What follows belongs to an exercise in optimizing a design on an open flow for small area, a short achievable clock period and few clock cycles per item; a production flow would make more cautious choices. In this exercise RTL edits were held to simulation tests only and were not proved equivalent to the original.

==> flow/design.v (outline; a module is shown in full before it is edited, if it fits) <==
// module square_root32: 906 lines
module square_root32(
		input wire iCLOCK,
		input wire inRESET,
		input wire iDATA_REQ,
		output wire oDATA_BUSY,
		input wire [31:0] iDATA,
		output wire oDATA_VALID,
		input wire iDATA_BUSY,
		output wire [15:0] oDATA
	);
  // ...
==> flow/flow/run.sh <==
#!/bin/bash
bash standard.sh SETUP_SLACK_MARGIN=10.9 BUFFER_PORTS_ARGS='-buffer_cell sky130_fd_sc_hd__buf_1' finish > standard.log 2>&1
==> flow/standard.sh <==
#!/bin/bash
# synth_recipe.tcl (not shown) runs the flow's synth.tcl, then flattens the netlist and writes it again
# the make line also repeats each setting of config.mk as NAME=value (left out here)
make -C /OpenROAD-flow-scripts/flow DESIGN_CONFIG=/design/flow/config.mk WORK_HOME=/design/flow/orfs CLKGATE_MAP_FILE= SYNTH_SCRIPT=/design/flow/synth_recipe.tcl "${@:-finish}"
==> flow/config.mk <==
export PLATFORM = sky130hd
export DESIGN_NAME = square_root32
export DESIGN_NICKNAME = square_root32
export VERILOG_FILES = /design/flow/design.v
export SDC_FILE = /design/flow/constraint.sdc
export NUM_CORES = 4
export LEC_CHECK = 0
export ABC_AREA = 1
export CAP_MARGIN = 20
export CORE_MARGIN = 2
export CORE_UTILIZATION = 55
export CTS_BUF_LIST = sky130_fd_sc_hd__clkbuf_16
export CTS_CLUSTER_DIAMETER = 80
export CTS_CLUSTER_SIZE = 28
export SLEW_MARGIN = 20
==> flow/constraint.sdc <==
create_clock -name core_clock -period 15.0 [get_ports {iCLOCK}]
set_input_delay 3.0000 -clock core_clock [delete_from_list [all_inputs] [get_ports {iCLOCK}]]
set_output_delay 3.0000 -clock core_clock [all_outputs]
set_load 0.01 [all_outputs]
==> report_table.html, run 1 <==
<table>
<tr><th>Metric</th><th>Value</th></tr>
<tr><th colspan="2">GRT</th></tr>
<tr><td>Via count of the first global-routing pass</td><td>9365</td></tr>
<tr><td>Global-route wire length before repair</td><td>41.1 mm</td></tr>
<tr><td>Overall fraction of global-route tracks in use</td><td>0.190</td></tr>
<tr><th colspan="2">Status</th></tr>
<tr><td>Run status</td><td>complete, no violations</td></tr>
<tr><th colspan="2">Timing</th></tr>
<tr><td>Min Clock Period, post-route</td><td>4.04 ns</td></tr>
<tr><td>Setup slack of the critical path after layout</td><td>between 10 and 15 ns</td></tr>
<tr><td>Relative slew slack</td><td>0.374</td></tr>
<tr><td>Setup repair after global routing missed its margin</td><td>yes</td></tr>
<tr><th colspan="2">Worst setup path</th></tr>
<tr><td>Worst path arrival time</td><td>1.04 ns</td></tr>
<tr><td>Worst Setup Path Type</td><td>register to output port</td></tr>
<tr><td>Critical path depth in cells</td><td>1</td></tr>
<tr><td>Critical path launch point</td><td>b_out_data[2]</td></tr>
<tr><th colspan="2">Detailed routing</th></tr>
<tr><td>Initial DRC count</td><td>398</td></tr>
<tr><td>Wire length reported by the detailed router</td><td>between 20 and 25 mm</td></tr>
<tr><th colspan="2">Layout</th></tr>
<tr><td>Fraction of area in multi-input gates</td><td>0.391</td></tr>
<tr><td>FF+latch count</td><td>approximately 240</td></tr>
<tr><td>Max reg flops</td><td>28</td></tr>
<tr><td>Seq/total area</td><td>0.462</td></tr>
<tr><td>Synth-to-layout area growth</td><td>7.94%</td></tr>
<tr><td>Number of ordinary inverters in the final layout</td><td>262</td></tr>
<tr><th colspan="2">CTS</th></tr>
<tr><td>Clock root buffer master</td><td>clkbuf_16</td></tr>
<tr><td>CTS H-Tree Depth</td><td>1</td></tr>
<tr><td>Clock sink total</td><td>238</td></tr>
<tr><th colspan="2">Synthesis</th></tr>
<tr><td>Area share of the largest cell type after synthesis</td><td>0.461</td></tr>
<tr><td>Register bit count reported by yosys</td><td>around 240</td></tr>
<tr><td>Synth unique cells</td><td>50</td></tr>
<tr><td>Most frequent cells after synthesis</td><td>nand2_1 (424), inv_1 (252), edfxtp_1 (214), nand3_1 (105), o21ai_0 (105)</td></tr>
<tr><td>Complex-gate fraction of the synthesized area</td><td>0.0807</td></tr>
<tr><td>Total nets after synthesis</td><td>1655</td></tr>
<tr><th colspan="2">Die</th></tr>
<tr><td>Height of the die</td><td>roughly 160 um</td></tr>
<tr><td>Core area</td><td>25000 um2</td></tr>
<tr><th colspan="2">Run</th></tr>
<tr><td>Number of maximum-capacitance violations</td><td>0</td></tr>
<tr><th colspan="2">Hold path</th></tr>
<tr><td>Worst hold stages</td><td>0</td></tr>
</table>
Testbench counts, summed over its fixed seeds: cycles 12,056, items 12,000.
==> inputs of run 2 (changes only) <==
--- a/flow/config.mk
+++ b/flow/config.mk
@@ -8,7 +8,7 @@
 export ABC_AREA = 1
 export CAP_MARGIN = 20
 export CORE_MARGIN = 2
-export CORE_UTILIZATION = 55
+export CORE_UTILIZATION = 68
 export CTS_BUF_LIST = sky130_fd_sc_hd__clkbuf_16
 export CTS_CLUSTER_DIAMETER = 80
 export CTS_CLUSTER_SIZE = 28
==> report_table.html, run 2 <==
<table>
<tr><th>Metric</th><th>Value</th></tr>
<tr><th colspan="2">Layout</th></tr>
<tr><td>Layout cells sized above 1</td><td>0.0596</td></tr>
<tr><td>Max reg flops</td><td>28 (unchanged)</td></tr>
<tr><td>Synth-to-layout area growth</td><td>6.44%</td></tr>
<tr><td>Diode insertion count for antenna repair</td><td>0</td></tr>
<tr><td>Most common library cell in the layout ignoring fill and taps</td><td>nand2_1</td></tr>
<tr><td>Most frequent cells in the layout</td><td>nand2_1 (423), inv_1 (252), edfxtp_1 (214)</td></tr>
<tr><td>Post-layout nets</td><td>1713</td></tr>
<tr><td>Largest registers</td><td>x2: 28 flops, x5: 22 flops</td></tr>
<tr><td>Top register by number of flip-flops</td><td>x2</td></tr>
<tr><th colspan="2">GRT</th></tr>
<tr><td>Via count of the first global-routing pass</td><td>8904 (-4.9%)</td></tr>
<tr><td>Maximum number of pins on one net before global-route repair</td><td>127</td></tr>
<tr><td>Global-route congestion overflow total</td><td>0</td></tr>
<tr><td>Initial antenna violation count</td><td>0</td></tr>
<tr><td>Overall fraction of global-route tracks in use</td><td>0.227 (+0.0379)</td></tr>
<tr><td>Global-route wire length before repair</td><td>40.8 mm (-0.77%)</td></tr>
<tr><th colspan="2">Detailed routing</th></tr>
<tr><td>Count of nets left with antenna violations after detail routing</td><td>0</td></tr>
<tr><td>Via count of the routed design</td><td>a little under 10000</td></tr>
<tr><td>Wire length reported by the detailed router</td><td>24.2 mm (-2.0%)</td></tr>
<tr><td>Final routed DRC violation total</td><td>0</td></tr>
<tr><td>Average wire length per cell after detail routing</td><td>12.8 um</td></tr>
<tr><td>First drt pass iteration count</td><td>4</td></tr>
<tr><td>Vias per cell</td><td>~5.2</td></tr>
<tr><td>Initial DRC count</td><td>597 (+50%)</td></tr>
<tr><th colspan="2">Synthesis</th></tr>
<tr><td>Number of warnings issued by yosys</td><td>1</td></tr>
<tr><td>Average cell area after synthesis</td><td>8.99 um2</td></tr>
<tr><td>Most common cell in the synthesized netlist</td><td>nand2_1</td></tr>
<tr><td>Number of enable flip-flop cells after synthesis</td><td>between 200 and 250</td></tr>
<tr><td>Post-Synthesis Cells</td><td>roughly 1500</td></tr>
<tr><td>Synth unique cells</td><td>50 (unchanged)</td></tr>
<tr><td>Area share of the largest cell type after synthesis</td><td>0.461 (unchanged)</td></tr>
<tr><td>Yosys top cell by area</td><td>edfxtp_1</td></tr>
<tr><td>Share of the yosys chip area belonging to registers</td><td>0.499</td></tr>
<tr><td>Most frequent cells after synthesis</td><td>nand2_1 (424), inv_1 (252), edfxtp_1 (214), nand3_1 (105), o21ai_0 (105)</td></tr>
<tr><td>Area of the mapped netlist</td><td>13900 um2</td></tr>
<tr><td>Register bit count reported by yosys</td><td>238 (unchanged)</td></tr>
<tr><td>Total nets after synthesis</td><td>1655 (unchanged)</td></tr>
<tr><td>Cell types occupying the most area after synthesis</td><td>edfxtp_1 (46%), nand2_1 (11%), inv_1 (6.8%)</td></tr>
<tr><td>Ys async rst share</td><td>0.0336</td></tr>
<tr><td>Flip-flop cell with the highest count after synthesis</td><td>edfxtp_1</td></tr>
<tr><th colspan="2">Placed design</th></tr>
<tr><td># port buffers</td><td>53</td></tr>
<tr><td>Post-detailed-placement half-perimeter wirelength</td><td>18.0 mm</td></tr>
<tr><td>Weighted congestion at the end of routability-driven global placement</td><td>0.855</td></tr>
<tr><td>Setup Slack @ Placement</td><td>~11 ns</td></tr>
<tr><th colspan="2">Run</th></tr>
<tr><td>Number of maximum-capacitance violations</td><td>0 (unchanged)</td></tr>
<tr><th colspan="2">Die</th></tr>
<tr><td>Core Rows</td><td>52</td></tr>
<tr><td>Height of the die</td><td>147 um (-9.8%)</td></tr>
<tr><td>Total Die Area</td><td>21600 um2</td></tr>
<tr><td>Die boundary width</td><td>147 um</td></tr>
<tr><td>Core area</td><td>20200 um2 (-19%)</td></tr>
<tr><td>Top-level I/O count</td><td>54</td></tr>
<tr><td>Starting density of the core</td><td>0.690</td></tr>
<tr><th colspan="2">Worst setup path</th></tr>
<tr><td>Cell chain of the critical path</td><td>buf_1</td></tr>
<tr><td>Number of cell instances on the worst register-to-register path</td><td>22</td></tr>
<tr><td>Required time of the worst setup path</td><td>12.00 ns</td></tr>
<tr><td>Cell family with most CP delay</td><td>flip-flops</td></tr>
<tr><td>Critical path launch point type</td><td>register</td></tr>
<tr><td>Buffering stage count on the worst path with inverters included</td><td>1</td></tr>
<tr><td>Critical path depth in cells</td><td>1 (unchanged)</td></tr>
<tr><td>Slowest cell delay on critical path</td><td>roughly 0.38 ns</td></tr>
<tr><td>Nature of the critical path endpoint</td><td>output port</td></tr>
<tr><td>Worst Setup Path Type</td><td>register to output port</td></tr>
<tr><td>Slowest CP cell</td><td>edfxtp_1</td></tr>
<tr><td>Worst Path Max Fanout</td><td>1</td></tr>
<tr><td>Worst path arrival time</td><td>1.00 ns (-0.04 ns)</td></tr>
<tr><th colspan="2">CTS</th></tr>
<tr><td>Total CTS buffers</td><td>13</td></tr>
<tr><td>Number of buffers between clock root and the deepest sink</td><td>3</td></tr>
<tr><td>Clock sink total</td><td>238 (unchanged)</td></tr>
<tr><td>TritonCTS clock tree</td><td>yes</td></tr>
<tr><td>Clock transition at the register clock pins on the worst setup and hold paths after CTS</td><td>0.10 ns</td></tr>
<tr><td>Clock root buffer master</td><td>clkbuf_16</td></tr>
<tr><td>Worst-skew pair later-pin latency</td><td>0.49 ns</td></tr>
<tr><td>Number of buffers inserted for hold repair after clock tree synthesis</td><td>0</td></tr>
<tr><td>CTS H-Tree Depth</td><td>1 (unchanged)</td></tr>
<tr><th colspan="2">Timing</th></tr>
<tr><td>Hold Vio Cnt, Final</td><td>0</td></tr>
<tr><td>Min Clock Period, post-route</td><td>4.00 ns (-0.0320 ns)</td></tr>
<tr><td>Max Transition Viols Final</td><td>0</td></tr>
<tr><td>Slew at the pin with the worst max-slew slack</td><td>between 0.9 and 1 ns</td></tr>
<tr><td>Setup Skew</td><td>0.0301 ns</td></tr>
<tr><td>Final TNS setup</td><td>0 ns</td></tr>
<tr><td>Setup repair after global routing missed its margin</td><td>no</td></tr>
<tr><td>Relative slew slack</td><td>0.340 (-0.0339)</td></tr>
<tr><td>Max Freq</td><td>250 MHz</td></tr>
<tr><td>Period utilization</td><td>0.267</td></tr>
<tr><td>Total of endpoints with negative setup slack in the final report</td><td>0</td></tr>
<tr><td>Setup slack of the critical path after layout</td><td>11.00 ns (+0.0320 ns)</td></tr>
<tr><th colspan="2">Status</th></tr>
<tr><td>Run status</td><td>complete, no violations</td></tr>
<tr><th colspan="2">Hold path</th></tr>
<tr><td>Path class of the lowest-slack min-delay path</td><td>register to register</td></tr>
<tr><td>Worst hold stages</td><td>0 (unchanged)</td></tr>
</table>
-- run 2: cell counts after synthesis --
Identical to the previous run, type by type.
-- run 2: metal layers --
metal | up-vias | track usage | routed length [um]
met1 | 4429 | 0.327 | 11500
met2 | 180 | 0.378 | 11200
li1 | 5107 | - | -
met3 | 34 | 0.0270 | 972
met4 | 0 | 0.0510 | 415
met5 | - | 0 | 0
-- run 2: through the flow --
stage,instance area [um2],util,hold slack [ns],cells
after floorplan,13900,-,0.400,1549
after global placement,14300,0.711,0.401,1854
after detailed placement,14300,0.711,0.405,1854
after CTS,14700,0.730,0.427,1874
after global routing,14800,0.735,0.433,1882
final,14800,0.735,0.426,1882
-- run 2: cell type report --
cell class                      instances  area, um2
Clock buffer                           13        325
Clock inverter                          7       65.1
Fill cell                            1511       5350
Inverter                              262        997
Multi-Input combinational cell       1028       5870
Sequential cell                       238       6950
Tap cell                              270        338
Timing Repair Buffer                   64        282
-- run 2: what timing repair did --
item	CTS	global route
resized for setup	0	6
setup endpoints to repair	0	25
buffers inserted	0	8
-- run 2: kinds of logic (layout without fill, tap and decap cells) --
logic type,count (synthesis),in the layout,share of synthesized area
buffers and inverters,283,346,0.0817
xor gates and xnor gates,64,64,0.0403
AOI/OAI and AO/OA,205,205,0.0807
and+or+nand+nor,689,689,0.213
adders and majority gates,70,70,0.0855
DFF,238,238,0.499
-- run 2: final timing paths --
path | start | to | slack [ns]
max in group asynchronous | inRESET | b_v6 | 12.27
worst min register to register | x5[5] | x8[5] | 0.43
worst min-delay path | x5[5] | x8[5] | 0.43
min in group asynchronous | inRESET | b_v1 | 2.42
worst max-delay path | b_out_data[2] | oDATA[2] | 11.00
worst max register to register | qn5[0] | r8[7] | 11.14
==> inputs of run 3 (changes only) <==
--- a/flow/config.mk
+++ b/flow/config.mk
@@ -8,7 +8,7 @@
 export ABC_AREA = 1
 export CAP_MARGIN = 20
 export CORE_MARGIN = 2
-export CORE_UTILIZATION = 68
+export CORE_UTILIZATION = 78
 export CTS_BUF_LIST = sky130_fd_sc_hd__clkbuf_16
 export CTS_CLUSTER_DIAMETER = 80
 export CTS_CLUSTER_SIZE = 28
==> report_table.html, run 3 <==
<table>
<tr><th>Metric</th><th>Value</th></tr>
<tr><th colspan="2">Detailed routing</th></tr>
<tr><td>First drt pass iteration count</td><td>6 (+2)</td></tr>
<tr><td>Final routed DRC violation total</td><td>0 (unchanged)</td></tr>
<tr><td>Count of nets left with antenna violations after detail routing</td><td>0 (unchanged)</td></tr>
<tr><td>Initial DRC count</td><td>853 (+43%)</td></tr>
<tr><td>Vias per cell</td><td>5.66 (+9.2%)</td></tr>
<tr><td>Average wire length per cell after detail routing</td><td>14.4 um (+12%)</td></tr>
<tr><td>Wire length reported by the detailed router</td><td>26.5 mm (+9.7%)</td></tr>
<tr><td>Via count of the routed design</td><td>10400 (+6.6%)</td></tr>
<tr><th colspan="2">Synthesis</th></tr>
<tr><td>Cell types occupying the most area after synthesis</td><td>edfxtp_1 (46%), nand2_1 (11%), inv_1 (6.8%)</td></tr>
<tr><td>Xor-xnor portion of the synthesized cell area</td><td>0.0403 (unchanged)</td></tr>
<tr><td>Number of warnings issued by yosys</td><td>1 (unchanged)</td></tr>
<tr><td>Post-synthesis share of cell area spent on full adders, half adders and majority gates</td><td>0.0855 (unchanged)</td></tr>
<tr><td>Post-Synthesis Cells</td><td>1549 (unchanged)</td></tr>
<tr><td>Average cell area after synthesis</td><td>8.99 um2 (unchanged)</td></tr>
<tr><td>Ys async rst share</td><td>0.0336 (unchanged)</td></tr>
<tr><td>Area share of the largest cell type after synthesis</td><td>0.461 (unchanged)</td></tr>
<tr><td>Yosys top cell by area</td><td>edfxtp_1</td></tr>
<tr><td>Flip-flop cell with the highest count after synthesis</td><td>edfxtp_1</td></tr>
<tr><td>Simple-gate portion of the synthesized area</td><td>0.213 (unchanged)</td></tr>
<tr><td>Most frequent cells after synthesis</td><td>nand2_1 (424), inv_1 (252), edfxtp_1 (214), nand3_1 (105), o21ai_0 (105)</td></tr>
<tr><td>Share of the yosys chip area belonging to registers</td><td>0.499 (unchanged)</td></tr>
<tr><td>Total nets after synthesis</td><td>1655 (unchanged)</td></tr>
<tr><td>Register bit count reported by yosys</td><td>238 (unchanged)</td></tr>
<tr><td>Number of enable flip-flop cells after synthesis</td><td>214 (unchanged)</td></tr>
<tr><td>Most common cell in the synthesized netlist</td><td>nand2_1</td></tr>
<tr><td>Dominant combinational cell family by area after synthesis</td><td>simple AND/OR/NAND/NOR gates</td></tr>
<tr><td>Area of the mapped netlist</td><td>13900 um2 (unchanged)</td></tr>
<tr><td>Multiplexer area fraction after synthesis</td><td>0 (unchanged)</td></tr>
<tr><td>Complex-gate fraction of the synthesized area</td><td>0.0807 (unchanged)</td></tr>
<tr><td>Synth unique cells</td><td>50 (unchanged)</td></tr>
<tr><th colspan="2">Worst setup path</th></tr>
<tr><td>Critical path launch point</td><td>b_out_data[14]</td></tr>
<tr><td>Critical path launch point type</td><td>register</td></tr>
<tr><td>Worst Setup Path Type</td><td>register to output port</td></tr>
<tr><td>Worst Path Max Fanout</td><td>1 (unchanged)</td></tr>
<tr><td>Cell chain of the critical path</td><td>buf_1</td></tr>
<tr><td>Endpoint of the most critical setup path</td><td>oDATA[14]</td></tr>
<tr><td>Minimum setup slack among reg-to-reg paths</td><td>11.10 ns (-0.04 ns)</td></tr>
<tr><td>Number of cell instances on the worst register-to-register path</td><td>22 (unchanged)</td></tr>
<tr><td>Cell family with most CP delay</td><td>flip-flops</td></tr>
<tr><td>Nature of the critical path endpoint</td><td>output port</td></tr>
<tr><td>Slowest CP cell</td><td>edfxtp_1</td></tr>
<tr><td>Critical R2R Capture</td><td>r8[7]</td></tr>
<tr><td>Required time of the worst setup path</td><td>12.00 ns (about the same)</td></tr>
<tr><td>Slowest cell delay on critical path</td><td>0.40 ns (+0.02 ns)</td></tr>
<tr><td>Buffering stage count on the worst path with inverters included</td><td>1 (unchanged)</td></tr>
<tr><td>Crit Reg-Reg Startpoint</td><td>x5[20]</td></tr>
<tr><td>Worst path arrival time</td><td>1.02 ns (+0.02 ns)</td></tr>
<tr><td>Critical path depth in cells</td><td>1 (unchanged)</td></tr>
<tr><th colspan="2">Timing</th></tr>
<tr><td>Final TNS setup</td><td>0 ns (unchanged)</td></tr>
<tr><td>Max Transition Viols Final</td><td>0 (unchanged)</td></tr>
<tr><td>Setup Skew</td><td>0.0145 ns (-0.0156 ns)</td></tr>
<tr><td>Period utilization</td><td>0.268 (+0.00139)</td></tr>
<tr><td>Slew at the pin with the worst max-slew slack</td><td>0.919 ns (-0.0713 ns)</td></tr>
<tr><td>Max Freq</td><td>248 MHz (-0.52%)</td></tr>
<tr><td>Hold Vio Cnt, Final</td><td>0 (unchanged)</td></tr>
<tr><td>Min Clock Period, post-route</td><td>4.02 ns (+0.0208 ns)</td></tr>
<tr><td>Total of endpoints with negative setup slack in the final report</td><td>0 (unchanged)</td></tr>
<tr><td>Setup repair after global routing missed its margin</td><td>yes</td></tr>
<tr><td>Relative slew slack</td><td>0.388 (+0.0475)</td></tr>
<tr><th colspan="2">Die</th></tr>
<tr><td>Total Die Area</td><td>18900 um2 (-12%)</td></tr>
<tr><td>Top-level I/O count</td><td>54 (unchanged)</td></tr>
<tr><td>Core Rows</td><td>48 (-7.7%)</td></tr>
<tr><td>Starting density of the core</td><td>0.802 (+0.112)</td></tr>
<tr><td>Die boundary width</td><td>138 um (-6.5%)</td></tr>
<tr><td>Height of the die</td><td>138 um (-6.5%)</td></tr>
<tr><td>Core area</td><td>17400 um2 (-14%)</td></tr>
<tr><th colspan="2">Layout</th></tr>
<tr><td>Most frequent cells in the layout</td><td>nand2_1 (423), inv_1 (254), edfxtp_1 (214)</td></tr>
<tr><td>Max reg flops</td><td>28 (unchanged)</td></tr>
<tr><td>Top register by number of flip-flops</td><td>x2</td></tr>
<tr><td>Post-layout nets</td><td>1714 (+0.058%)</td></tr>
<tr><td>Diode insertion count for antenna repair</td><td>0 (unchanged)</td></tr>
<tr><td>Layout cells sized above 1</td><td>0.0589 (-0.000620)</td></tr>
<tr><td>Design area</td><td>14800 um2 (-0.27%)</td></tr>
<tr><td>Number of fill cells in the layout</td><td>972 (-36%)</td></tr>
<tr><td>Synth-to-layout area growth</td><td>6.16%</td></tr>
<tr><td>Most common library cell in the layout ignoring fill and taps</td><td>nand2_1</td></tr>
<tr><td>Largest registers</td><td>x2: 28 flops, x5: 22 flops</td></tr>
<tr><th colspan="2">Placed design</th></tr>
<tr><td>Weighted congestion at the end of routability-driven global placement</td><td>0.900 (+5.3%)</td></tr>
<tr><td>Post-detailed-placement half-perimeter wirelength</td><td>19.5 mm (+8.2%)</td></tr>
<tr><td>Cell area reported after detailed placement</td><td>14300 um2 (-0.44%)</td></tr>
<tr><td># port buffers</td><td>53 (unchanged)</td></tr>
<tr><th colspan="2">CTS</th></tr>
<tr><td>Clock sink total</td><td>238 (unchanged)</td></tr>
<tr><td>Number of buffers inserted for hold repair after clock tree synthesis</td><td>0 (unchanged)</td></tr>
<tr><td>TritonCTS clock tree</td><td>yes</td></tr>
<tr><td>Worst-skew pair later-pin latency</td><td>0.49 ns (about the same)</td></tr>
<tr><td>CTS H-Tree Depth</td><td>1 (unchanged)</td></tr>
<tr><td>Total CTS buffers</td><td>13 (unchanged)</td></tr>
<tr><td>Clock root buffer master</td><td>clkbuf_16</td></tr>
<tr><td>Number of buffers between clock root and the deepest sink</td><td>3 (unchanged)</td></tr>
<tr><td>Clock transition at the register clock pins on the worst setup and hold paths after CTS</td><td>0.10 ns (about the same)</td></tr>
<tr><th colspan="2">GRT</th></tr>
<tr><td>Global-route wire length before repair</td><td>43.7 mm (+7.1%)</td></tr>
<tr><td>Overall fraction of global-route tracks in use</td><td>0.291 (+0.0636)</td></tr>
<tr><td>Global-route congestion overflow total</td><td>0 (unchanged)</td></tr>
<tr><td>Initial antenna violation count</td><td>0 (unchanged)</td></tr>
<tr><td>Maximum number of pins on one net before global-route repair</td><td>138 (+8.7%)</td></tr>
<tr><td>Via count of the first global-routing pass</td><td>9782 (+9.9%)</td></tr>
<tr><th colspan="2">Status</th></tr>
<tr><td>Run status</td><td>complete, no violations</td></tr>
<tr><th colspan="2">Run</th></tr>
<tr><td>Number of maximum-capacitance violations</td><td>0 (unchanged)</td></tr>
<tr><th colspan="2">Hold path</th></tr>
<tr><td>Min-Delay Startpoint</td><td>x2[2]</td></tr>
<tr><td>Path class of the lowest-slack min-delay path</td><td>register to register</td></tr>
</table>
[run 3: repair_timing]
| action | CTS | global route |
|---|---|---|
| endpoints found under the setup margin | 0 | 35 |
| resized for setup | 0 | 9 |
| setup buffers | 0 | 10 |
[run 3: worst min path at each step]
stage	end	cells after the start	slack (ns)
6_report	x5[2]	0	0.42
5_1_grt	x8[8]	0	0.43
4_1_cts	x5[2]	0	0.43
3_5_place_dp	x5[16]	0	0.40
3_3_place_gp	x5[4]	0	0.40
2_1_floorplan	x10[0]	0	0.40
[run 3: metrics by stage]
step                      instances  utilization  setup WS, ns  hold WS [ns]
final                          1837        0.852         10.98         0.420
after global routing           1837        0.852         10.80         0.432
after global placement         1808        0.823         11.01         0.401
after detailed placement       1808        0.823         10.96         0.405
after CTS                      1827        0.845         10.96         0.425
after floorplan                1549            -         11.13         0.400
[run 3: layout make-up]
class | instances | area, um2 | share of cell area
clock buffers | 13 | 325 | 0.0220
clock inverters | 6 | 61.3 | 0.00415
inverters | 262 | 993 | 0.0672
multi-input cells | 1028 | 5880 | 0.398
flip-flops and latches | 238 | 6950 | 0.470
well taps | 225 | 282 | 0.0190
repair buffers | 65 | 289 | 0.0196
[run 3: kinds of logic (layout without fill, tap and decap cells)]
| kind of cell | Yosys count | count (layout) |
|---|---|---|
| and+or+nand+nor | 689 | 689 |
| buffers and inverters | 283 | 346 |
| DFF | 238 | 238 |
| AOI/OAI and AO/OA | 205 | 205 |
| adders and majority gates | 70 | 70 |
| xor gates and xnor gates | 64 | 64 |
[run 3: layer usage]
layer | up-vias | routed length [um] | track usage
met5 | - | 0 | 0
met4 | 0 | 678 | 0.0893
met3 | 67 | 1770 | 0.0335
met2 | 412 | 13300 | 0.516
met1 | 4801 | 10800 | 0.378
li1 | 5116 | - | -
==> inputs of run 4 (changes only) <==
--- a/flow/config.mk
+++ b/flow/config.mk
@@ -5,10 +5,10 @@
 export SDC_FILE = /design/flow/constraint.sdc
 export NUM_CORES = 4
 export LEC_CHECK = 0
-export ABC_AREA = 1
+export ABC_AREA = 0
 export CAP_MARGIN = 20
 export CORE_MARGIN = 2
-export CORE_UTILIZATION = 78
+export CORE_UTILIZATION = 55
 export CTS_BUF_LIST = sky130_fd_sc_hd__clkbuf_16
 export CTS_CLUSTER_DIAMETER = 80
 export CTS_CLUSTER_SIZE = 28
==> report_table.html, run 4 <==
<table>
<tr><th>Metric</th><th>Value</th></tr>
<tr><th colspan="2">Status</th></tr>
<tr><td>Run status</td><td>complete, no violations</td></tr>
<tr><th colspan="2">Synthesis</th></tr>
<tr><td>Register bit count reported by yosys</td><td>238 (unchanged)</td></tr>
<tr><td>Area share of the largest cell type after synthesis</td><td>0.444 (-0.0178)</td></tr>
<tr><td>Multiplexer area fraction after synthesis</td><td>0.0333 (+0.0333)</td></tr>
<tr><td>Most common cell in the synthesized netlist</td><td>edfxtp_1</td></tr>
<tr><td>Share of the yosys chip area belonging to registers</td><td>0.480 (-0.0193)</td></tr>
<tr><td>Post-Synthesis Cells</td><td>1351 (-13%)</td></tr>
<tr><td>Dominant combinational cell family by area after synthesis</td><td>compound AO/OA/AOI/OAI gates</td></tr>
<tr><td>Yosys top cell by area</td><td>edfxtp_1</td></tr>
<tr><td>Most frequent cells after synthesis</td><td>edfxtp_1 (214), inv_1 (136), nand2_1 (101), nor2_1 (93), xnor2_1 (85)</td></tr>
<tr><td>Area of the mapped netlist</td><td>14500 um2 (+4.0%)</td></tr>
<tr><td>Flip-flop cell with the highest count after synthesis</td><td>edfxtp_1</td></tr>
<tr><td>Cell types occupying the most area after synthesis</td><td>edfxtp_1 (44%), fa_1 (5.8%), xnor2_1 (5.1%)</td></tr>
<tr><td>Synth unique cells</td><td>83 (+66%)</td></tr>
<tr><td>Number of warnings issued by yosys</td><td>1 (unchanged)</td></tr>
<tr><td>Post-synthesis share of cell area spent on full adders, half adders and majority gates</td><td>0.103 (+0.0176)</td></tr>
<tr><td>Complex-gate fraction of the synthesized area</td><td>0.166 (+0.0850)</td></tr>
<tr><td>Xor-xnor portion of the synthesized cell area</td><td>0.0677 (+0.0275)</td></tr>
<tr><td>Number of enable flip-flop cells after synthesis</td><td>214 (unchanged)</td></tr>
<tr><td>Average cell area after synthesis</td><td>10.7 um2 (+19%)</td></tr>
<tr><td>Simple-gate portion of the synthesized area</td><td>0.0991 (-0.114)</td></tr>
<tr><td>Ys async rst share</td><td>0.0336 (unchanged)</td></tr>
<tr><td>Total nets after synthesis</td><td>1457 (-12%)</td></tr>
<tr><th colspan="2">GRT</th></tr>
<tr><td>Met1 Use GR</td><td>0.306 (-0.0720)</td></tr>
<tr><td>Initial antenna violation count</td><td>0 (unchanged)</td></tr>
<tr><td>Global-route wire length before repair</td><td>50.8 mm (+16%)</td></tr>
<tr><td>Via count of the first global-routing pass</td><td>10200 (+4.2%)</td></tr>
<tr><td>Global-route congestion overflow total</td><td>0 (unchanged)</td></tr>
<tr><td>Maximum number of pins on one net before global-route repair</td><td>129 (-6.5%)</td></tr>
<tr><td>Layer carrying the most global-route usage</td><td>met2</td></tr>
<tr><td>Overall fraction of global-route tracks in use</td><td>0.219 (-0.0714)</td></tr>
<tr><td>Global routing met2 resource utilization</td><td>0.378 (-0.138)</td></tr>
<tr><td>Global routing usage on met3</td><td>0.0238 (-0.00965)</td></tr>
<tr><th colspan="2">Timing</th></tr>
<tr><td>Max Transition Viols Final</td><td>0 (unchanged)</td></tr>
<tr><td>Setup repair after global routing missed its margin</td><td>yes</td></tr>
<tr><td>Relative slew slack</td><td>0.300 (-0.0878)</td></tr>
<tr><td>Min Clock Period, post-route</td><td>5.13 ns (+1.11 ns)</td></tr>
<tr><td>Period utilization</td><td>0.342 (+0.0738)</td></tr>
<tr><td>Worst hold margin</td><td>0.420 ns (-0.000296 ns)</td></tr>
<tr><td>Final TNS setup</td><td>0 ns (unchanged)</td></tr>
<tr><td>Setup slack of the critical path after layout</td><td>9.87 ns (-1.11 ns)</td></tr>
<tr><td>Max Freq</td><td>195 MHz (-22%)</td></tr>
<tr><td>Hold Vio Cnt, Final</td><td>0 (unchanged)</td></tr>
<tr><td>Slew at the pin with the worst max-slew slack</td><td>1.05 ns (+0.132 ns)</td></tr>
<tr><td>Total of endpoints with negative setup slack in the final report</td><td>0 (unchanged)</td></tr>
<tr><td>Setup Skew</td><td>0.0183 ns (+0.00385 ns)</td></tr>
<tr><th colspan="2">Die</th></tr>
<tr><td>Height of the die</td><td>166 um (+21%)</td></tr>
<tr><td>Core Rows</td><td>59 (+23%)</td></tr>
<tr><td>Starting density of the core</td><td>0.557 (-0.245)</td></tr>
<tr><td>Total Die Area</td><td>27600 um2 (+46%)</td></tr>
<tr><td>Die boundary width</td><td>166 um (+21%)</td></tr>
<tr><td>Top-level I/O count</td><td>54 (unchanged)</td></tr>
<tr><td>Core area</td><td>26000 um2 (+50%)</td></tr>
<tr><th colspan="2">Layout</th></tr>
<tr><td>Largest registers</td><td>x2: 28 flops, x5: 22 flops</td></tr>
<tr><td>Area occupied by multi-input gates</td><td>7860 um2 (+33%)</td></tr>
<tr><td>Most frequent cells in the layout</td><td>edfxtp_1 (214), inv_1 (117), buf_4 (117)</td></tr>
<tr><td>Register area</td><td>6950 um2 (about the same)</td></tr>
<tr><td>Layout cells sized above 1</td><td>0.265 (+0.206)</td></tr>
<tr><td>Top register by number of flip-flops</td><td>x2</td></tr>
<tr><td>Post-layout nets</td><td>1619 (-5.5%)</td></tr>
<tr><td>Most common library cell in the layout ignoring fill and taps</td><td>edfxtp_1</td></tr>
<tr><td>Number of fill cells in the layout</td><td>1943 (+100%)</td></tr>
<tr><td>Design area</td><td>17700 um2 (+20%)</td></tr>
<tr><td>Max reg flops</td><td>28 (unchanged)</td></tr>
<tr><td>Diode insertion count for antenna repair</td><td>0 (unchanged)</td></tr>
<tr><td>Count of non-filler cells in the finished layout</td><td>1858 (+1.1%)</td></tr>
<tr><td>Final core utilization</td><td>0.682 (-0.170)</td></tr>
<tr><td>Synth-to-layout area growth</td><td>22.3%</td></tr>
<tr><th colspan="2">Worst setup path</th></tr>
<tr><td>Worst path arrival time</td><td>5.37 ns (+4.35 ns)</td></tr>
<tr><td>Slowest cell delay on critical path</td><td>0.45 ns (+0.05 ns)</td></tr>
<tr><td>Required time of the worst setup path</td><td>15.24 ns (+3.24 ns)</td></tr>
<tr><td>Nature of the critical path endpoint</td><td>register</td></tr>
<tr><td>Worst Path Max Fanout</td><td>6 (+5)</td></tr>
<tr><td>Buffering stage count on the worst path with inverters included</td><td>3 (+2)</td></tr>
<tr><td>Slowest CP cell</td><td>a221o_2</td></tr>
<tr><td>Most Frequent Cell on Critical Path</td><td>inv_2</td></tr>
<tr><td>Worst Setup Path Type</td><td>register to register</td></tr>
<tr><td>Cell chain of the critical path</td><td>inv_2, ha_4, a21bo_4, a21boi_4, inv_2, fa_2, xnor2_4, o211ai_1, a211oi_2, a31o_2, o2111ai_4, a21oi_4, ha_2, o21bai_4, nor2_2, nor2_1, a221o_1, maj3_2, a2111oi_4, o21ai_1, a221o_2, buf_6, a21oi_2, a31oi_1</td></tr>
<tr><td>Critical path launch point type</td><td>register</td></tr>
<tr><td>Cell family with most CP delay</td><td>compound AO/OA/AOI/OAI gates</td></tr>
<tr><th colspan="2">Placed design</th></tr>
<tr><td>Setup Slack @ Placement</td><td>9.12 ns (-1.83 ns)</td></tr>
<tr><td>Post-placement cell count</td><td>1691 (-6.5%)</td></tr>
<tr><td>Cell area reported after detailed placement</td><td>15200 um2 (+6.5%)</td></tr>
<tr><td>Weighted congestion at the end of routability-driven global placement</td><td>0.850 (-5.5%)</td></tr>
<tr><td># port buffers</td><td>53 (unchanged)</td></tr>
<tr><td>Post-detailed-placement half-perimeter wirelength</td><td>20.5 mm (+5.3%)</td></tr>
<tr><th colspan="2">Detailed routing</th></tr>
<tr><td>Count of nets left with antenna violations after detail routing</td><td>0 (unchanged)</td></tr>
<tr><td>Vias per cell</td><td>5.71 (+0.93%)</td></tr>
<tr><td>Average wire length per cell after detail routing</td><td>16.5 um (+14%)</td></tr>
<tr><td>Initial DRC count</td><td>745 (-13%)</td></tr>
<tr><td>Wire length reported by the detailed router</td><td>30.6 mm (+15%)</td></tr>
<tr><td>Via count of the routed design</td><td>10600 (+2.1%)</td></tr>
<tr><td>First drt pass iteration count</td><td>6 (unchanged)</td></tr>
<tr><td>Final routed DRC violation total</td><td>0 (unchanged)</td></tr>
<tr><th colspan="2">Run</th></tr>
<tr><td>Number of maximum-capacitance violations</td><td>0 (unchanged)</td></tr>
<tr><th colspan="2">Hold path</th></tr>
<tr><td>Path class of the lowest-slack min-delay path</td><td>register to register</td></tr>
<tr><th colspan="2">CTS</th></tr>
<tr><td>Worst-skew pair later-pin latency</td><td>0.50 ns (about the same)</td></tr>
<tr><td>Clock root buffer master</td><td>clkbuf_16</td></tr>
<tr><td>TritonCTS clock tree</td><td>yes</td></tr>
<tr><td>Clock transition at the register clock pins on the worst setup and hold paths after CTS</td><td>0.10 ns (about the same)</td></tr>
<tr><td>Clock sink total</td><td>238 (unchanged)</td></tr>
<tr><td>CTS H-Tree Depth</td><td>1 (unchanged)</td></tr>
<tr><td>Number of buffers between clock root and the deepest sink</td><td>3 (unchanged)</td></tr>
<tr><td>Total CTS buffers</td><td>16 (+3)</td></tr>
</table>
-- run 4: cell types whose count changed after synthesis, moves of 24 or more --
cell,before,now
clkbuf_1,8,37
nand3_1,105,21
maj3_1,0,28
xnor2_1,23,85
a21oi_1,49,83
nor3_1,3,27
nand2_1,424,101
o21ai_0,105,56
inv_1,252,136
-- run 4: cells by family after synthesis --
group | Yosys count
compound gates | 352
simple gates | 313
flops | 238
buf+inv | 191
xor+xnor | 112
fa+ha+maj | 100
mux | 45
-- run 4: final timing paths --
check / end / depth (start not counted) / start / slack, ns
worst max-delay path: r8[3] / 24 / x5[20] / 9.87
worst min-delay path: x10[8] / 0 / x8[8] / 0.42
worst max register to register: r8[3] / 24 / x5[20] / 9.87
worst min register to register: x10[8] / 0 / x8[8] / 0.42
max in group asynchronous: b_skid_valid / 1 / inRESET / 12.28
min in group asynchronous: b_v1 / 1 / inRESET / 2.39
-- run 4: worst register-to-register path, cell delays in order, from the launching register on --
cell and delay (ns):
edfxtp_1 0.42, inv_2 0.09, ha_4 0.14, a21bo_4 0.24, a21boi_4 0.19, inv_2 0.05, fa_2 0.39, xnor2_4 0.19
o211ai_1 0.22, a211oi_2 0.06, a31o_2 0.24, o2111ai_4 0.29, a21oi_4 0.08, ha_2 0.17, o21bai_4 0.17, nor2_2 0.12
nor2_1 0.05, a221o_1 0.31, maj3_2 0.36, a2111oi_4 0.26, o21ai_1 0.10, a221o_2 0.45, buf_6 0.15, a21oi_2 0.10
a31oi_1 0.05
-- run 4: layout make-up --
cell class,instances,area share
Multi-Input combinational cell,923,0.443
Inverter,142,0.0320
Clock buffer,17,0.0240
Clock inverter,11,0.00812
Timing Repair inverter,1,0.000282
Sequential cell,238,0.392
Timing Repair Buffer,191,0.0763
Tap cell,335,0.0237
-- run 4: what timing repair did --
action | 4_1_cts | 5_1_grt
hold buffers | 0 | 0
cloned | 1 | 1
buffers inserted | 92 | 45
gates resized for setup | 133 | 75
pin swaps | 78 | 74
endpoints found under the setup margin | 62 | 63
-- run 4: metal layers --
layer  share of wire  vias up
li1                -     5223
met1            0.45     5149
met2            0.49      200
met3           0.039       41
met4           0.014        0
met5               0        -
==> inputs of run 5 (changes only) <==
==> flow/flow/run.sh (replaced) <==
#!/bin/bash
bash standard.sh SETUP_SLACK_MARGIN=11.0 BUFFER_PORTS_ARGS='-buffer_cell sky130_fd_sc_hd__buf_1' finish > standard.log 2>&1
--- a/flow/config.mk
+++ b/flow/config.mk
@@ -5,7 +5,7 @@
 export SDC_FILE = /design/flow/constraint.sdc
 export NUM_CORES = 4
 export LEC_CHECK = 0
-export ABC_AREA = 0
+export ABC_AREA = 1
 export CAP_MARGIN = 20
 export CORE_MARGIN = 2
 export CORE_UTILIZATION = 55
==> report_table.html, run 5 <==
<table>
<tr><th>Metric</th><th>Value</th></tr>
<tr><th colspan="2">Synthesis</th></tr>
<tr><td>Simple-gate portion of the synthesized area</td><td>0.213 (+0.114)</td></tr>
<tr><td>Area of the mapped netlist</td><td>13900 um2 (-3.9%)</td></tr>
<tr><td>Yosys top cell by area</td><td>edfxtp_1</td></tr>
<tr><td>Dominant combinational cell family by area after synthesis</td><td>simple AND/OR/NAND/NOR gates</td></tr>
<tr><td>Area share of the largest cell type after synthesis</td><td>0.461 (+0.0178)</td></tr>
<tr><td>Total nets after synthesis</td><td>1655 (+14%)</td></tr>
<tr><td>Number of warnings issued by yosys</td><td>1 (unchanged)</td></tr>
<tr><td>Post-Synthesis Cells</td><td>1549 (+15%)</td></tr>
<tr><td>Most frequent cells after synthesis</td><td>nand2_1 (424), inv_1 (252), edfxtp_1 (214), nand3_1 (105), o21ai_0 (105)</td></tr>
<tr><td>Complex-gate fraction of the synthesized area</td><td>0.0807 (-0.0850)</td></tr>
<tr><td>Synth unique cells</td><td>50 (-40%)</td></tr>
<tr><td>Xor-xnor portion of the synthesized cell area</td><td>0.0403 (-0.0275)</td></tr>
<tr><td>Post-synthesis share of cell area spent on full adders, half adders and majority gates</td><td>0.0855 (-0.0176)</td></tr>
<tr><td>Ys async rst share</td><td>0.0336 (unchanged)</td></tr>
<tr><td>Cell types occupying the most area after synthesis</td><td>edfxtp_1 (46%), nand2_1 (11%), inv_1 (6.8%)</td></tr>
<tr><td>Most common cell in the synthesized netlist</td><td>nand2_1</td></tr>
<tr><td>Multiplexer area fraction after synthesis</td><td>0 (-0.0333)</td></tr>
<tr><td>Share of the yosys chip area belonging to registers</td><td>0.499 (+0.0193)</td></tr>
<tr><td>Flip-flop cell with the highest count after synthesis</td><td>edfxtp_1</td></tr>
<tr><td>Register bit count reported by yosys</td><td>238 (unchanged)</td></tr>
<tr><td>Number of enable flip-flop cells after synthesis</td><td>214 (unchanged)</td></tr>
<tr><td>Average cell area after synthesis</td><td>8.99 um2 (-16%)</td></tr>
<tr><th colspan="2">CTS</th></tr>
<tr><td>Clock sink total</td><td>238 (unchanged)</td></tr>
<tr><td>Total CTS buffers</td><td>15 (-1)</td></tr>
<tr><td>Number of buffers between clock root and the deepest sink</td><td>3 (unchanged)</td></tr>
<tr><td>TritonCTS clock tree</td><td>yes</td></tr>
<tr><td>Clock root buffer master</td><td>clkbuf_16</td></tr>
<tr><td>CTS H-Tree Depth</td><td>1 (unchanged)</td></tr>
<tr><td>Clock transition at the register clock pins on the worst setup and hold paths after CTS</td><td>0.10 ns (about the same)</td></tr>
<tr><td>Worst-skew pair later-pin latency</td><td>0.51 ns (about the same)</td></tr>
<tr><th colspan="2">Worst setup path</th></tr>
<tr><td>Slowest cell delay on critical path</td><td>0.41 ns (-0.04 ns)</td></tr>
<tr><td>Worst Path Max Fanout</td><td>1 (-5)</td></tr>
<tr><td>Slowest CP cell</td><td>edfxtp_1</td></tr>
<tr><td>Worst Setup Path Type</td><td>register to output port</td></tr>
<tr><td>Cell chain of the critical path</td><td>clkbuf_2</td></tr>
<tr><td>Critical path launch point type</td><td>register</td></tr>
<tr><td>Buffering stage count on the worst path with inverters included</td><td>1 (-2)</td></tr>
<tr><td>Required time of the worst setup path</td><td>12.00 ns (-3.24 ns)</td></tr>
<tr><td>Critical R2R Capture</td><td>r8[7]</td></tr>
<tr><td>Number of cell instances on the worst register-to-register path</td><td>24 (unchanged)</td></tr>
<tr><td>Crit Reg-Reg Startpoint</td><td>x5[20]</td></tr>
<tr><td>Nature of the critical path endpoint</td><td>output port</td></tr>
<tr><td>Worst path arrival time</td><td>1.04 ns (-4.33 ns)</td></tr>
<tr><td>Minimum setup slack among reg-to-reg paths</td><td>11.22 ns (+1.35 ns)</td></tr>
<tr><td>Cell family with most CP delay</td><td>flip-flops</td></tr>
<tr><th colspan="2">Hold path</th></tr>
<tr><td>Path class of the lowest-slack min-delay path</td><td>register to register</td></tr>
<tr><td>WHS Endpoint</td><td>x8[11]</td></tr>
<tr><td>Worst hold stages</td><td>0 (unchanged)</td></tr>
<tr><td>Min-Delay Startpoint</td><td>x5[11]</td></tr>
<tr><th colspan="2">Die</th></tr>
<tr><td>Starting density of the core</td><td>0.556 (-0.00122)</td></tr>
<tr><td>Top-level I/O count</td><td>54 (unchanged)</td></tr>
<tr><td>Height of the die</td><td>163 um (-1.9%)</td></tr>
<tr><td>Core area</td><td>25000 um2 (-3.6%)</td></tr>
<tr><td>Core Rows</td><td>58 (-1.7%)</td></tr>
<tr><td>Total Die Area</td><td>26600 um2 (-3.8%)</td></tr>
<tr><td>Die boundary width</td><td>163 um (-1.9%)</td></tr>
<tr><th colspan="2">Timing</th></tr>
<tr><td>Setup slack of the critical path after layout</td><td>10.96 ns (+1.09 ns)</td></tr>
<tr><td>Min Clock Period, post-route</td><td>4.04 ns (-1.09 ns)</td></tr>
<tr><td>Slew at the pin with the worst max-slew slack</td><td>0.932 ns (-0.119 ns)</td></tr>
<tr><td>Max Freq</td><td>248 MHz (+27%)</td></tr>
<tr><td>Max Transition Viols Final</td><td>0 (unchanged)</td></tr>
<tr><td>Final TNS setup</td><td>0 ns (unchanged)</td></tr>
<tr><td>Worst hold margin</td><td>0.418 ns (-0.00182 ns)</td></tr>
<tr><td>Relative slew slack</td><td>0.379 (+0.0791)</td></tr>
<tr><td>Setup Skew</td><td>0.0288 ns (+0.0105 ns)</td></tr>
<tr><td>Setup repair after global routing missed its margin</td><td>yes</td></tr>
<tr><td>Period utilization</td><td>0.269 (-0.0730)</td></tr>
<tr><td>Total of endpoints with negative setup slack in the final report</td><td>0 (unchanged)</td></tr>
<tr><td>Hold Vio Cnt, Final</td><td>0 (unchanged)</td></tr>
<tr><th colspan="2">Layout</th></tr>
<tr><td>Most common library cell in the layout ignoring fill and taps</td><td>nand2_1</td></tr>
<tr><td>Design area</td><td>15200 um2 (-14%)</td></tr>
<tr><td>Layout cells sized above 1</td><td>0.0819 (-0.183)</td></tr>
<tr><td>Largest registers</td><td>x2: 28 flops, x5: 22 flops</td></tr>
<tr><td>Max reg flops</td><td>28 (unchanged)</td></tr>
<tr><td>Number of fill cells in the layout</td><td>2221 (+14%)</td></tr>
<tr><td>Most frequent cells in the layout</td><td>nand2_1 (423), inv_1 (251), edfxtp_1 (214)</td></tr>
<tr><td>Area occupied by multi-input gates</td><td>5960 um2 (-24%)</td></tr>
<tr><td>Synth-to-layout area growth</td><td>9.06%</td></tr>
<tr><td>Top register by number of flip-flops</td><td>x2</td></tr>
<tr><td>Diode insertion count for antenna repair</td><td>0 (unchanged)</td></tr>
<tr><td>Post-layout nets</td><td>1721 (+6.3%)</td></tr>
<tr><td>Register area</td><td>6950 um2 (about the same)</td></tr>
<tr><th colspan="2">Placed design</th></tr>
<tr><td>Setup Slack @ Placement</td><td>10.94 ns (+1.81 ns)</td></tr>
<tr><td>Weighted congestion at the end of routability-driven global placement</td><td>0.869 (+2.3%)</td></tr>
<tr><td># port buffers</td><td>53 (unchanged)</td></tr>
<tr><td>Post-detailed-placement half-perimeter wirelength</td><td>18.9 mm (-7.9%)</td></tr>
<tr><td>Cell area reported after detailed placement</td><td>14400 um2 (-5.2%)</td></tr>
<tr><th colspan="2">GRT</th></tr>
<tr><td>Overall fraction of global-route tracks in use</td><td>0.189 (-0.0300)</td></tr>
<tr><td>Initial antenna violation count</td><td>0 (unchanged)</td></tr>
<tr><td>Maximum number of pins on one net before global-route repair</td><td>141 (+9.3%)</td></tr>
<tr><td>Global-route wire length before repair</td><td>41.1 mm (-19%)</td></tr>
<tr><td>Global-route congestion overflow total</td><td>0 (unchanged)</td></tr>
<tr><td>Via count of the first global-routing pass</td><td>9374 (-8.0%)</td></tr>
<tr><th colspan="2">Detailed routing</th></tr>
<tr><td>Wire length reported by the detailed router</td><td>25.1 mm (-18%)</td></tr>
<tr><td>Average wire length per cell after detail routing</td><td>12.8 um (-22%)</td></tr>
<tr><td>Routed met3 length</td><td>551 um (-54%)</td></tr>
<tr><td>First drt pass iteration count</td><td>5 (-1)</td></tr>
<tr><td>Wire length on met1</td><td>9.65 mm (-31%)</td></tr>
<tr><td>Routed met2 length</td><td>14.3 mm (-5.1%)</td></tr>
<tr><td>Via count of the routed design</td><td>9751 (-8.1%)</td></tr>
<tr><td>Highest Signal Layer</td><td>met4</td></tr>
<tr><td>Final routed DRC violation total</td><td>0 (unchanged)</td></tr>
<tr><td>Count of nets left with antenna violations after detail routing</td><td>0 (unchanged)</td></tr>
<tr><td>Vias per cell</td><td>4.99 (-13%)</td></tr>
<tr><td>Initial DRC count</td><td>494 (-34%)</td></tr>
<tr><th colspan="2">Status</th></tr>
<tr><td>Run status</td><td>complete, no violations</td></tr>
<tr><th colspan="2">Run</th></tr>
<tr><td>Number of maximum-capacitance violations</td><td>0 (unchanged)</td></tr>
</table>
## run 5: layout make-up
cell class,count,share of cell area
inverter,262,0.0657
multi-input combinational,1030,0.392
clock buffer,15,0.0247
sequential,238,0.457
tap,330,0.0272
timing repair buffer,68,0.0219
clock inverter,10,0.0107
## run 5: stage by stage
stage | instances | utilization
CTS | 1940 | 0.598
finish | 1953 | 0.607
global placement | 1913 | 0.575
floorplan | 1549 | -
global route | 1953 | 0.607
detailed placement | 1913 | 0.575
## run 5: worst max-delay path by stage
stage,start,slack (ns),end,cells past startpoint
final,b_out_data[2],10.96,oDATA[2],1
after global routing,b_out_data[4],10.91,oDATA[4],1
after CTS,b_out_data[2],10.92,oDATA[2],1
after floorplan,iDATA[28],11.13,r2[0],5
after detailed placement,iDATA_BUSY,10.94,b_out_data[2],2
after global placement,iDATA_BUSY,10.97,b_out_data[2],2
## run 5: cell families after synthesis
group	Yosys count
and+or+nand+nor	689
buffers and inverters	283
DFF	238
AOI/OAI and AO/OA	205
adders and majority gates	70
xor gates and xnor gates	64
## run 5: what timing repair did
item,CTS,global route
pin swaps,0,4
gates resized for setup,0,37
setup buffers,2,11
endpoints found under the setup margin,18,62
hold buffers,0,0
cloned,0,2
## run 5: worst reg2reg max path: stages, from the launching register on
cell	delay [ns]
edfxtp_1	0.39
inv_1	0.07
ha_1	0.19
inv_1	0.09
nand3_1	0.10
nand2_2	0.14
nand2_4	0.13
nand2_8	0.14
inv_2	0.10
ha_1	0.18
nor2_1	0.10
nand2_1	0.06
nand2_1	0.12
inv_1	0.09
nand2_4	0.12
nand3_4	0.13
ha_1	0.20
nor2_1	0.10
nor2_1	0.08
a21oi_4	0.21
a31oi_2	0.14
fa_1	0.39
xor2_1	0.17
nand2_1	0.06
nand2_1	0.05
## run 5: layer usage
layer | track usage | vias to the layer above
met5 | 0 | -
met4 | 0.0491 | 0
met3 | 0.0223 | 32
met2 | 0.391 | 93
met1 | 0.199 | 4490
li1 | - | 5136
==> inputs of run 6 (changes only) <==
==> flow/flow/run.sh (replaced) <==
#!/bin/bash
bash standard.sh SETUP_SLACK_MARGIN=10.75 BUFFER_PORTS_ARGS='-buffer_cell sky130_fd_sc_hd__buf_1' finish > standard.log 2>&1
==> report_table.html, run 6 <==
<table>
<tr><th>Metric</th><th>Value</th></tr>
<tr><th colspan="2">Synthesis</th></tr>
<tr><td>Xor-xnor portion of the synthesized cell area</td><td>0.0403 (unchanged)</td></tr>
<tr><td>Share of the yosys chip area belonging to registers</td><td>0.499 (unchanged)</td></tr>
<tr><td>Area of the mapped netlist</td><td>13900 um2 (unchanged)</td></tr>
<tr><td>Ys async rst share</td><td>0.0336 (unchanged)</td></tr>
<tr><td>Complex-gate fraction of the synthesized area</td><td>0.0807 (unchanged)</td></tr>
<tr><td>Post-Synthesis Cells</td><td>1549 (unchanged)</td></tr>
<tr><td>Yosys top cell by area</td><td>edfxtp_1</td></tr>
<tr><td>Flip-flop cell with the highest count after synthesis</td><td>edfxtp_1</td></tr>
<tr><td>Simple-gate portion of the synthesized area</td><td>0.213 (unchanged)</td></tr>
<tr><td>Average cell area after synthesis</td><td>8.99 um2 (unchanged)</td></tr>
<tr><td>Number of enable flip-flop cells after synthesis</td><td>214 (unchanged)</td></tr>
<tr><td>Area share of the largest cell type after synthesis</td><td>0.461 (unchanged)</td></tr>
<tr><td>Most frequent cells after synthesis</td><td>nand2_1 (424), inv_1 (252), edfxtp_1 (214), nand3_1 (105), o21ai_0 (105)</td></tr>
<tr><td>Post-synthesis share of cell area spent on full adders, half adders and majority gates</td><td>0.0855 (unchanged)</td></tr>
<tr><td>Most common cell in the synthesized netlist</td><td>nand2_1</td></tr>
<tr><td>Register bit count reported by yosys</td><td>238 (unchanged)</td></tr>
<tr><td>Multiplexer area fraction after synthesis</td><td>0 (unchanged)</td></tr>
<tr><td>Synth unique cells</td><td>50 (unchanged)</td></tr>
<tr><td>Cell types occupying the most area after synthesis</td><td>edfxtp_1 (46%), nand2_1 (11%), inv_1 (6.8%)</td></tr>
<tr><td>Number of warnings issued by yosys</td><td>1 (unchanged)</td></tr>
<tr><td>Total nets after synthesis</td><td>1655 (unchanged)</td></tr>
<tr><td>Dominant combinational cell family by area after synthesis</td><td>simple AND/OR/NAND/NOR gates</td></tr>
<tr><th colspan="2">Placed design</th></tr>
<tr><td>Cell area reported after detailed placement</td><td>14400 um2 (unchanged)</td></tr>
<tr><td># port buffers</td><td>53 (unchanged)</td></tr>
<tr><td>Post-detailed-placement half-perimeter wirelength</td><td>18.9 mm (unchanged)</td></tr>
<tr><td>Post-placement cell count</td><td>1913 (unchanged)</td></tr>
<tr><td>Weighted congestion at the end of routability-driven global placement</td><td>0.869 (unchanged)</td></tr>
<tr><th colspan="2">Worst setup path</th></tr>
<tr><td>Worst Path Max Fanout</td><td>1 (unchanged)</td></tr>
<tr><td>Slowest CP cell</td><td>edfxtp_1</td></tr>
<tr><td>Worst path arrival time</td><td>1.02 ns (-0.02 ns)</td></tr>
<tr><td>Slowest cell delay on critical path</td><td>0.40 ns (about the same)</td></tr>
<tr><td>Required time of the worst setup path</td><td>12.00 ns (about the same)</td></tr>
<tr><td>Nature of the critical path endpoint</td><td>output port</td></tr>
<tr><td>Worst Setup Path Type</td><td>register to output port</td></tr>
<tr><td>Cell family with most CP delay</td><td>flip-flops</td></tr>
<tr><td>Critical path launch point type</td><td>register</td></tr>
<tr><td>Buffering stage count on the worst path with inverters included</td><td>1 (unchanged)</td></tr>
<tr><td>Number of cell instances on the worst register-to-register path</td><td>23 (-4.2%)</td></tr>
<tr><td>Cell chain of the critical path</td><td>buf_1</td></tr>
<tr><td>Critical path depth in cells</td><td>1 (unchanged)</td></tr>
<tr><th colspan="2">Detailed routing</th></tr>
<tr><td>Final routed DRC violation total</td><td>0 (unchanged)</td></tr>
<tr><td>Initial DRC count</td><td>388 (-21%)</td></tr>
<tr><td>Vias per cell</td><td>5.00 (+0.10%)</td></tr>
<tr><td>Wire length reported by the detailed router</td><td>24.6 mm (-2.1%)</td></tr>
<tr><td>Count of nets left with antenna violations after detail routing</td><td>0 (unchanged)</td></tr>
<tr><td>Average wire length per cell after detail routing</td><td>12.7 um (-1.4%)</td></tr>
<tr><td>First drt pass iteration count</td><td>5 (unchanged)</td></tr>
<tr><td>Via count of the routed design</td><td>9696 (-0.56%)</td></tr>
<tr><th colspan="2">GRT</th></tr>
<tr><td>Global-route congestion overflow total</td><td>0 (unchanged)</td></tr>
<tr><td>Initial antenna violation count</td><td>0 (unchanged)</td></tr>
<tr><td>Overall fraction of global-route tracks in use</td><td>0.190 (about the same)</td></tr>
<tr><td>Global-route wire length before repair</td><td>41.1 mm (unchanged)</td></tr>
<tr><td>Maximum number of pins on one net before global-route repair</td><td>141 (unchanged)</td></tr>
<tr><td>Via count of the first global-routing pass</td><td>9365 (-0.096%)</td></tr>
<tr><th colspan="2">Layout</th></tr>
<tr><td>Largest registers</td><td>x2: 28 flops, x5: 22 flops</td></tr>
<tr><td>Most common library cell in the layout ignoring fill and taps</td><td>nand2_1</td></tr>
<tr><td>Post-layout nets</td><td>1708 (-0.76%)</td></tr>
<tr><td>Most frequent cells in the layout</td><td>nand2_1 (423), inv_1 (251), edfxtp_1 (214)</td></tr>
<tr><td>Final core utilization</td><td>0.598 (-0.00845)</td></tr>
<tr><td>Layout cells sized above 1</td><td>0.0590 (-0.0229)</td></tr>
<tr><td>Design area</td><td>15000 um2 (-1.4%)</td></tr>
<tr><td>Top register by number of flip-flops</td><td>x2</td></tr>
<tr><td>Max reg flops</td><td>28 (unchanged)</td></tr>
<tr><td>Synth-to-layout area growth</td><td>7.54%</td></tr>
<tr><td>Count of non-filler cells in the finished layout</td><td>1940 (-0.67%)</td></tr>
<tr><td>Diode insertion count for antenna repair</td><td>0 (unchanged)</td></tr>
<tr><th colspan="2">Timing</th></tr>
<tr><td>Max Transition Viols Final</td><td>0 (unchanged)</td></tr>
<tr><td>Setup Skew</td><td>0.0288 ns (-0.0000429 ns)</td></tr>
<tr><td>Relative slew slack</td><td>0.378 (-0.000964)</td></tr>
<tr><td>Hold Vio Cnt, Final</td><td>0 (unchanged)</td></tr>
<tr><td>Final TNS setup</td><td>0 ns (unchanged)</td></tr>
<tr><td>Period utilization</td><td>0.268 (-0.000967)</td></tr>
<tr><td>Max Freq</td><td>249 MHz (+0.36%)</td></tr>
<tr><td>Total of endpoints with negative setup slack in the final report</td><td>0 (unchanged)</td></tr>
<tr><td>Setup repair after global routing missed its margin</td><td>yes</td></tr>
<tr><td>Min Clock Period, post-route</td><td>4.02 ns (-0.0145 ns)</td></tr>
<tr><td>Slew at the pin with the worst max-slew slack</td><td>0.933 ns (+0.00145 ns)</td></tr>
<tr><th colspan="2">CTS</th></tr>
<tr><td>Worst-skew pair later-pin latency</td><td>0.51 ns (about the same)</td></tr>
<tr><td>Number of buffers inserted for hold repair after clock tree synthesis</td><td>0 (unchanged)</td></tr>
<tr><td>Clock sink total</td><td>238 (unchanged)</td></tr>
<tr><td>Clock root buffer master</td><td>clkbuf_16</td></tr>
<tr><td>Total CTS buffers</td><td>15 (unchanged)</td></tr>
<tr><td>Clock transition at the register clock pins on the worst setup and hold paths after CTS</td><td>0.10 ns (about the same)</td></tr>
<tr><td>Number of buffers between clock root and the deepest sink</td><td>3 (unchanged)</td></tr>
<tr><td>CTS H-Tree Depth</td><td>1 (unchanged)</td></tr>
<tr><td>TritonCTS clock tree</td><td>yes</td></tr>
<tr><th colspan="2">Die</th></tr>
<tr><td>Top-level I/O count</td><td>54 (unchanged)</td></tr>
<tr><td>Height of the die</td><td>163 um (unchanged)</td></tr>
<tr><td>Core Rows</td><td>58 (unchanged)</td></tr>
<tr><td>Starting density of the core</td><td>0.556 (unchanged)</td></tr>
<tr><td>Total Die Area</td><td>26600 um2 (unchanged)</td></tr>
<tr><td>Die boundary width</td><td>163 um (unchanged)</td></tr>
<tr><td>Core area</td><td>25000 um2 (unchanged)</td></tr>
<tr><th colspan="2">Hold path</th></tr>
<tr><td>Worst hold stages</td><td>0 (unchanged)</td></tr>
<tr><td>Path class of the lowest-slack min-delay path</td><td>register to register</td></tr>
<tr><th colspan="2">Status</th></tr>
<tr><td>Run status</td><td>complete, no violations</td></tr>
<tr><th colspan="2">Run</th></tr>
<tr><td>Number of maximum-capacitance violations</td><td>0 (unchanged)</td></tr>
</table>
## run 6: cell counts after synthesis
No cell type changed its count.
## run 6: through the flow
step / hold WS [ns] / setup slack, ns
finish: 0.418 / 10.98
global route: 0.410 / 10.72
CTS: 0.411 / 10.92
detailed placement: 0.405 / 10.94
global placement: 0.400 / 10.97
floorplan: 0.400 / 11.13
## run 6: kinds of logic after synthesis
| group | after synthesis |
|---|---|
| simple gates | 689 |
| buf+inv | 283 |
| flops | 238 |
| compound gates | 205 |
| fa+ha+maj | 70 |
| xor+xnor | 64 |
## run 6: repair_timing
| action | CTS | global route |
|---|---|---|
| endpoints found under the hold margin | 0 | 0 |
| endpoints found under the setup margin | 0 | 12 |
| gates resized for setup | 0 | 3 |
| buffers inserted | 0 | 2 |
## run 6: final cells by class
type,instances,area [um2]
inverters,262,997
well taps,330,413
flip-flops and latches,238,6950
multi-input cells,1028,5850
clock buffers,15,375
clock inverters,10,163
repair buffers,57,229
fillers,2240,10100
## run 6: final timing paths
| check | from | end | slack, ns |
|---|---|---|---|
| min in group asynchronous | inRESET | b_v2 | 2.42 |
| worst min register to register | x5[14] | x8[14] | 0.42 |
| worst max register to register | qn5[3] | r8[7] | 11.02 |
| worst min-delay path | x5[14] | x8[14] | 0.42 |
| max in group asynchronous | inRESET | b_skid_valid | 12.27 |
| worst max-delay path | b_out_data[2] | oDATA[2] | 10.98 |
## run 6: per-layer routing
layer	vias to the layer above	wire length, um	global-route usage
met1	4471	9600	0.200
met3	26	542	0.0223
met4	0	507	0.0507
li1	5112	-	-
met2	87	13900	0.390
met5	-	0	0

## what the ideal ports hide
How much do the figures lean on ideal ports? The routed layouts below were timed once more, with nothing changed but the port constraints.
Step 1, drivers: a clkbuf_16 drives iCLOCK and a buf_2 each remaining input, both assumed.
Step 2 also shifts input and output timing later by t, the mid clock arrival at the registers, as if the neighbouring blocks saw the same clock.
a / b / c = ideal / step 1 / step 2; a / b = the first two.
run	t (ns)	setup WS [ns]	worst hold slack (ns)	clock arrival spread, ns	worst data-port slew with drivers (ns)
run 1	0.542	10.964 / 10.918 / 10.949	0.419 / 0.419 / 0.419	0.030 / 0.031	0.03
run 2	0.524	10.996 / 10.952 / 10.980	0.426 / 0.426 / 0.426	0.030 / 0.031	0.03
run 3	0.530	10.975 / 10.930 / 10.974	0.420 / 0.420 / 0.420	0.015 / 0.015	0.03
run 4	0.542	9.868 / 9.868 / 9.868	0.420 / 0.420 / 0.420	0.019 / 0.019	0.04
run 5	0.542	10.963 / 10.916 / 10.948	0.418 / 0.418 / 0.418	0.030 / 0.031	0.03
run 6	0.542	10.977 / 10.931 / 10.948	0.418 / 0.418 / 0.418	0.031 / 0.031	0.03
After both steps setup and hold are still met in every run listed. The setup slack of run 6, which loses most, moves by -0.046 ns with the drivers and by -0.029 ns with both steps.
